This design comes from an exercise in tuning for small area and a short achievable clock period on the open sky130 flow, not from production work.
Only simulation tests tie the RTL to the original design; equivalence was not proved.
Power is estimated from default activity; no workload was simulated.

## flow/design.v (module list and top-level ports; edited modules follow where they fit)
// module FA: 10 lines
// module HA: 9 lines
// module PPG: 7 lines
// module NSP: 9 lines
// module NSN: 9 lines
// module NSNI: 9 lines
// module DEC: 21 lines
// module DECO: 9 lines
// module OLO: 8 lines
// module X2: 7 lines
// module OLF: 8 lines
// module OH3: 8 lines
// module DECO2: 8 lines
// module ND2: 7 lines
// module ND2B: 7 lines
// module NR2: 7 lines
// module INV: 6 lines
// module OHI: 7 lines
// module RES7: 7 lines
// module MAC_R0: 182 lines
// module MAC_R1: 223 lines
// module MAC_R2: 219 lines
// module MAC_R3: 222 lines
// module MAC_R4: 221 lines
// module MAC_R5: 224 lines
// module MAC_R6: 224 lines
// module MAC_R7: 224 lines
// module PE_R0: 56 lines
// module PE_R1: 58 lines
// module PE_R2: 58 lines
// module PE_R3: 58 lines
// module PE_R4: 58 lines
// module PE_R5: 58 lines
// module PE_R6: 58 lines
// module PE_R7: 58 lines
// module SystolicArrayWS: 238 lines
module SystolicArrayWS #(
    parameter ARR_WIDTH  = 8,
    parameter ARR_HEIGHT = 8,
    parameter WORD_WIDTH = 8
) (
    input clk,
    input reset_n,
    input [1:0] control,
    input [WORD_WIDTH*ARR_WIDTH-1:0]  w_in_vec,
    input [WORD_WIDTH*ARR_HEIGHT-1:0] a_in_vec,
    output [WORD_WIDTH*4*ARR_WIDTH-1:0] ps_out_vec
);
  // ...
==> flow/flow/run.sh <==
#!/bin/bash
# Layout flow: the standard ORFS flow (standard.sh), with
#  - pin regions that follow the array's dataflow (io.tcl),
#  - timing repair aimed below the clock period (SETUP_SLACK_MARGIN),
#  - small port buffers (every port still gets one),
#  - other settings from settings.sh.
# Each tool's output stays in orfs/logs/; standard.sh's own output goes to standard.log.
set -euo pipefail
here=$(pwd)
source "$here/flow/settings.sh"
bash "$here/standard.sh" \
  IO_CONSTRAINTS="$here/flow/io.tcl" \
  SETUP_SLACK_MARGIN="$MARGIN" \
  BUFFER_PORTS_ARGS="-buffer_cell $PORT_BUF" \
  $EXTRA \
  finish > "$here/standard.log" 2>&1
==> flow/flow/io.tcl <==
# Pin regions that follow the array's dataflow: activations enter on the left
# (row 0 at the top), weights on the top (column 0 at the left), partial sums
# leave at the bottom (column 0 at the left), with control in the middle of
# the bottom edge, next to the output multiplexers it drives.
set block [ord::get_db_block]
set die [$block getDieArea]
set dbu [$block getDbUnitsPerMicron]
set w [expr {double([$die xMax] - [$die xMin]) / $dbu}]
set h [expr {double([$die yMax] - [$die yMin]) / $dbu}]
set m 4.0

proc seg {len n k m} {
  set step [expr {($len - 2 * $m) / $n}]
  set lo [expr {$m + $k * $step}]
  set hi [expr {$lo + $step}]
  return [list [format %.2f $lo] [format %.2f $hi]]
}

set span 450.0
set x0 [expr {($w - $span) / 2.0}]
set zeros {}
for {set c 0} {$c < 8} {incr c} {
  set pins {}
  for {set b 0} {$b < 19} {incr b} { lappend pins "ps_out_vec\[[expr {32 * $c + $b}]\]" }
  for {set b 19} {$b < 32} {incr b} { lappend zeros "ps_out_vec\[[expr {32 * $c + $b}]\]" }
  lassign [seg $span 8 $c 0] lo hi
  set lo [format %.2f [expr {$x0 + $lo}]]
  set hi [format %.2f [expr {$x0 + $hi}]]
  set_io_pin_constraint -pin_names $pins -region bottom:$lo-$hi
  lassign [seg $w 8 $c $m] lo hi

  set pins {}
  for {set b 0} {$b < 8} {incr b} { lappend pins "w_in_vec\[[expr {8 * $c + $b}]\]" }
  set_io_pin_constraint -pin_names $pins -region top:$lo-$hi
}
for {set r 0} {$r < 8} {incr r} {
  set pins {}
  for {set b 0} {$b < 8} {incr b} { lappend pins "a_in_vec\[[expr {8 * $r + $b}]\]" }
  # row 0 at the top of the left edge
  lassign [seg $h 8 [expr {7 - $r}] $m] lo hi
  set_io_pin_constraint -pin_names $pins -region left:$lo-$hi
}
# the outputs that are always 0 go on the right edge
set_io_pin_constraint -pin_names $zeros -region right:*
set mid [expr {$w / 2.0}]
set_io_pin_constraint -pin_names {control[0] control[1]} \
  -region bottom:[format %.2f [expr {$mid - 15}]]-[format %.2f [expr {$mid + 15}]]
==> flow/flow/settings.sh <==
MARGIN=5.75
PORT_BUF=sky130_fd_sc_hd__buf_2
EXTRA="CTS_CLUSTER_SIZE=30 CTS_CLUSTER_DIAMETER=100"
==> flow/standard.sh <==
#!/bin/bash
# synth_recipe.tcl (not shown) runs the flow's synth.tcl, then flattens the netlist and writes it again
# the make line also repeats each setting of config.mk as NAME=value (left out here)
make -C /OpenROAD-flow-scripts/flow DESIGN_CONFIG=/design/flow/config.mk WORK_HOME=/design/flow/orfs CLKGATE_MAP_FILE= SYNTH_SCRIPT=/design/flow/synth_recipe.tcl "${@:-finish}"
==> flow/config.mk <==
export PLATFORM = sky130hd
export DESIGN_NAME = SystolicArrayWS
export DESIGN_NICKNAME = SystolicArrayWS
export VERILOG_FILES = /design/flow/design.v
export SDC_FILE = /design/flow/constraint.sdc
export NUM_CORES = 8
export LEC_CHECK = 0
export CAP_MARGIN = 20
export CORE_MARGIN = 2
export CORE_UTILIZATION = 55
export SLEW_MARGIN = 20
export SYNTH_HIERARCHICAL = 1
export SYNTH_MINIMUM_KEEP_SIZE = 0
==> flow/constraint.sdc <==
create_clock -name core_clock -period 11.0 [get_ports {clk}]
set_input_delay 2.2000 -clock core_clock [delete_from_list [all_inputs] [get_ports {clk}]]
set_output_delay 2.2000 -clock core_clock [all_outputs]
set_load 0.01 [all_outputs]
==> impl_metrics.csv, run 1 <==
group,metric,value,unit
clock_tree,insertion_delay,890,ps
sta,slew-limit-headroom,0.0235,
finish,final_antenna_diode_count,4,
sta,final.setup_skew,37.2,ps
critical_path,worst-r2r-setup-slack,5900,ps
global_routing,global_route_wire_length_before_repair,687000,µm
sta,timing.fmax,191,MHz
floorplanning,die_width,567,µm
floorplanning,initial_utilization,0.553,
sta,tightest_slew,1460,ps
finish,stdcell_area,186000,µm²
clock_tree,cts_setup_buffers,0,
finish,dominant_cells,"multi-input gates",
finish,clockBufferCount,155,
critical_path,rr_endpoint,"g_row3[0].pe_unit.ps_reg[14]$_DFF_P_",
flow_run,drv.max_cap_violation_count,0,
power_and_ir_drop,power-per-cell-area,81.0,nW/µm²
clock_tree,post_cts_resized,41,
finish,area_growth,7.06,%
global_routing,gr-usage-all-layers,0.262,
placed_design,preCtsSetupSlack,5130,ps
power_and_ir_drop,pwr.group.clock,6.22,mW
power_and_ir_drop,comb_power_share,0.026,
power_and_ir_drop,switchingPower,3.86,mW
finish,nonClockInverterCount,129,
global_routing,grt_use_met3,0.0180,
critical_path,path_delay_family,"simple AND/OR/NAND/NOR gates",
power_and_ir_drop,power.group.top,"registers",
placed_design,post_place_cell_area,181000,µm²
power_and_ir_drop,power.switching_fraction,0.256,
power_and_ir_drop,design_power_total,15.1,mW
placed_design,placedCellCount,18700,
finish,drive_above_1_share,0.0484,
power_and_ir_drop,share_seq_of_total_power,0.562,
routing,first_iter_violations,6348,
critical_path,crit_end,"ps_out_vec[229]",
critical_path,timing.critical_path.fanout_max,17,
status,outcome,"no timing/DRC/antenna violations",
power_and_ir_drop,power_sequential,8.48,mW
==> inputs of run 2 (changes only) <==
==> flow/flow/run.sh (replaced) <==
#!/bin/bash
# Layout flow: the standard ORFS flow (standard.sh) with extra settings:
#  - pin regions that follow the array's dataflow (io.tcl),
#  - timing repair aimed below the clock period, port buffer cell and
#    clock-tree options (settings.sh).
# Every port still gets a buffer; the clock period and constraints are the standard flow's.
# Each tool's full output stays in orfs/logs/; standard.sh's output goes to
# standard.log in this folder.
set -euo pipefail
here=$(pwd)
source "$here/flow/settings.sh"
bash "$here/standard.sh" IO_CONSTRAINTS="$here/flow/io.tcl" "${ARGS[@]}" finish \
  > "$here/standard.log" 2>&1
--- a/flow/flow/io.tcl
+++ b/flow/flow/io.tcl
@@ -1,5 +1,7 @@
 # Pin regions that follow the array's dataflow: activations enter on the left
-# (row 0 at the top), weights on the top (column 0 at the left), partial sums
-# leave at the bottom (column 0 at the left), with control in the middle of
-# the bottom edge, next to the output multiplexers it drives.
+# (row 0 at the top), weights on the top (column 0 at the left), the output
+# bits that carry partial sums leave at the bottom (column 0 at the left, all
+# within a span of 450 um in the middle), with control in the middle of the
+# bottom edge, next to the output multiplexers it drives. The output bits
+# that are always 0 (bits 19 to 31 of each word) go on the right edge.
 set block [ord::get_db_block]
==> flow/flow/settings.sh (replaced) <==
# Extra ORFS variables for standard.sh (make command-line assignments).
ARGS=(
  "SETUP_SLACK_MARGIN=5.75"
  "BUFFER_PORTS_ARGS=-buffer_cell sky130_fd_sc_hd__buf_2"
  "CTS_ARGS=-sink_clustering_enable -repair_clock_nets -sink_clustering_size 20 -sink_clustering_max_diameter 60 -dont_use_dummy_load -sink_clustering_buffer sky130_fd_sc_hd__clkbuf_8"
)
==> run 2 against run 1 <==
  * Sequential power barely moved
  * Register-to-register slack barely moved
  * Still clean on timing, DRC and antenna
  * Sequential share of layout area rose by 0.19 points
  * Critical endpoint is now ps_out_vec[5]
  * Non-clock buffer count did not move
  * Combinational power barely moved
  * Largest power group unchanged
  * Cell count did not move
  * First-iteration DRC count fell by 1.0%
  * Setup slack got worse by 3.7 ps
  * Hold slack got worse by 8.0 ps
  * Clock power fell by 18%
  * Highest routed layer unchanged
==> impl_metrics.csv, run 2 <==
group,metric,value,unit
finish,area_growth,6.24,%
sta,tightest_slew,1380,ps
worst_hold_path,startpoint_of_the_worst_hold_path,"g_row7[5].pe_unit.ps_reg[15]$_DFF_P_",
floorplanning,die_area,321000,µm²
routing,first_iter_violations,6284,
routing,postRouteWirelength,414000,µm
worst_hold_path,hold_path_depth,1,
global_routing,gr-usage-all-layers,0.263,
floorplanning,std_cell_core_area,315000,µm²
clock_tree,clock_pin_slew_reported_for_the_worst_setup_and_hold_paths_after_clock_tree_synthesis,50,ps
synth,post_synth_inst_count,14200,
critical_path,critPathLaunch,"control[1]",
floorplanning,die_width,567,µm
finish,drive_above_1_share,0.0488,
synth,synth.cell_area,174000,µm²
finish,layout_commonest_cell,"sky130_fd_sc_hd__nor2_1",
routing,drt-wirelength-per-cell,21.8,µm
global_routing,grt_antenna_before_repair,1,
placed_design,dp_hpwl,310000,µm
worst_hold_path,hold-path-endpoint,"g_row7[5].pe_unit.ps_reg[15]$_DFF_P_",
finish,number_of_non_filler_instances_in_the_completed_layout,19000,
routing,residual_drc,0,
clock_tree,cts-hold-fix-buffers,0,
power_and_ir_drop,power.internal,10.6,mW
floorplanning,initial_utilization,0.553,
sta,final.setup.tns,0,ps
routing,mean_number_of_vias_per_cell,6.00,
sta,finalCritPeriodShare,0.475,
critical_path,kind_of_launch_point_of_the_worst_setup_path,"primary input",
clock_tree,cts_max_level,4,
sta,timing.fmax,191,MHz
sta,slew-limit-headroom,0.0787,
synth,post_synth.cell_area_avg,12.2,µm²
global_routing,global_route_wire_length_before_repair,689000,µm
sta,grt_setup_unrepaired,"yes",
placed_design,placer_congestion,0.855,
status,outcome,"no timing/DRC/antenna violations",
clock_tree,clock-sinks,2305,
flow_run,drv.max_cap_violation_count,0,
worst_hold_path,min-delay-path-class,"flop to flop",
routing,postRouteAntennaNets,0,
critical_path,worstReg2RegStart,"g_row5[6].pe_unit.an_reg[3]$_DFF_P_",
critical_path,crit_arrival,3030,ps
placed_design,preCtsSetupSlack,5130,ps
critical_path,critPathRequiredTime,8800,ps
synth,synthesis_warnings,71,
floorplanning,io_pins,388,
finish,commonest_non_fill_non_tap_cells_in_the_layout,"sky130_fd_sc_hd__nor2_1, sky130_fd_sc_hd__fa_1, sky130_fd_sc_hd__dfxtp_1, sky130_fd_sc_hd__a22o_1, sky130_fd_sc_hd__o22a_1",
power_and_ir_drop,ir_drop,101,µV
critical_path,cp-end-kind,"output port",
critical_path,worstRegToRegCells,12,
critical_path,rr_endpoint,"g_row5[6].pe_unit.ps_reg[14]$_DFF_P_",
power_and_ir_drop,power-per-cell-area,75.7,nW/µm²
power_and_ir_drop,cellLeakagePower,88.4,nW
sta,min_period,5230,ps
floorplanning,fp-row-count,206,
clock_tree,numCtsBuffers,245,
clock_tree,insertion_delay,920,ps
clock_tree,cts_root_buffer_type,"sky130_fd_sc_hd__clkbuf_16",
sta,finalWorstSetupSlack,5770,ps
routing,via_count,114000,
power_and_ir_drop,comb_power_share,0.028,
routing,detailedRoute.firstPassIterationCount,5,
placed_design,total_of_buffers_placed_on_input_and_output_ports,283,
power_and_ir_drop,p_clk_frac,0.366,
sta,timing.final.max_slew_violations,0,
sta,timing.final.hold_violations,0,
global_routing,overflow,0,
power_and_ir_drop,switchingPower,3.38,mW
sta,setup_violations,0,
power_and_ir_drop,power.switching_fraction,0.242,
clock_tree,cts_tree,"yes",
floorplanning,die_height,567,µm
power_and_ir_drop,share_seq_of_total_power,0.606,
critical_path,timing.critical_path.fanout_max,15,
critical_path,crit_type,"primary input to output port",
global_routing,largest_net_degree_at_the_start_of_global_routing,200,
sta,final.setup_skew,79.0,ps
critical_path,worst-r2r-setup-slack,5890,ps
global_routing,first_global_vias,131000,
finish,nets,19700,
clock_tree,clockBufferDepth,4,
placed_design,placedCellCount,18700,
run 2: worst max-delay path: stages:
cell and delay (ps):
sky130_fd_sc_hd__buf_16 160, sky130_fd_sc_hd__nor2b_4 230, sky130_fd_sc_hd__nand2b_1 120, sky130_fd_sc_hd__a21oi_2 150, sky130_fd_sc_hd__buf_2 150
run 2: power groups by stage:
stage          sequential, mW  clock [mW]  combinational [mW]
6_report                 8.49        5.12               0.395
5_1_grt                  8.50        5.63               0.435
4_1_cts                  8.48        5.35               0.388
3_5_place_dp             8.68           0               0.377
3_3_place_gp             8.67           0               0.365
2_1_floorplan            8.63           0               0.282
run 2: area by class of cell:
type                    count  area [µm²]
clock buffers             245        3610
inverters                 129         485
fillers                 26200      130000
multi-input cells       11800      127000
diodes                      6        15.0
flip-flops and latches   2305       46200
repair buffers            334        2150
well taps                4160        5200
run 2: worst max path at each step:
stage | slack [ps] | to | depth (start not counted)
final | 5770 | ps_out_vec[5] | 5
after global routing | 5740 | ps_out_vec[224] | 5
after CTS | 5750 | ps_out_vec[197] | 5
after detailed placement | 5130 | ps_out_vec[5] | 5
after global placement | 5250 | ps_out_vec[230] | 5
after floorplan | -11910 | g_row1[0].pe_unit.wn_reg[0]$_DFF_P_ | 2
run 2: metrics by stage:
| stage | utilization | power (mW) | instance area [µm²] | hold slack, ps |
|---|---|---|---|---|
| 2_1_floorplan | - | 8.91 | 174000 | 431 |
| 3_3_place_gp | 0.574 | 9.04 | 181000 | 459 |
| 3_5_place_dp | 0.574 | 9.05 | 181000 | 460 |
| 4_1_cts | 0.586 | 14.2 | 185000 | 482 |
| 5_1_grt | 0.587 | 14.6 | 185000 | 492 |
| 6_report | 0.587 | 14.0 | 185000 | 479 |
run 2: what timing repair did:
action | CTS | global route
setup endpoints to repair | 152 | 92
buffers inserted | 0 | 5
resized for setup | 41 | 42
cloned | 3 | 10
pin swaps | 0 | 3
run 2: per-layer routing:
metal,share of wire,track usage
met1,0.38,0.320
met3,0.032,0.0229
met5,0,0
met4,0.028,0.0738
met2,0.56,0.496

[separate check: timing with driven ports]
How much do the figures lean on ideal ports? The routed layouts below were timed once more, with nothing changed but the port constraints. Step 1 assumes that a clkbuf_16 drives the clock port and a buf_2 every other input. Step 2 adds t to the input delays and takes it off the output delays; t is the mean of the earliest and latest rising clock arrival at the registers after step 1. Input paths then give back, and output paths get back, about the clock's delay inside the block. a / b / c = ideal ports / drivers / drivers and shift; a / b = the first two.
run	shift t [ns]	setup slack, ns	hold WS [ns]	worst setup path after step 2	pins driven straight from the clock port
run 1	0.974	5.776 / 5.626 / 5.453	0.487 / 0.487 / 0.487	input to register	1
run 2	0.975	5.772 / 5.632 / 5.501	0.479 / 0.479 / 0.479	input to register	1
After both steps every run listed still meets setup and hold. The setup slack of run 1, which loses most, moves by -0.150 ns with the drivers and by -0.323 ns with both steps.
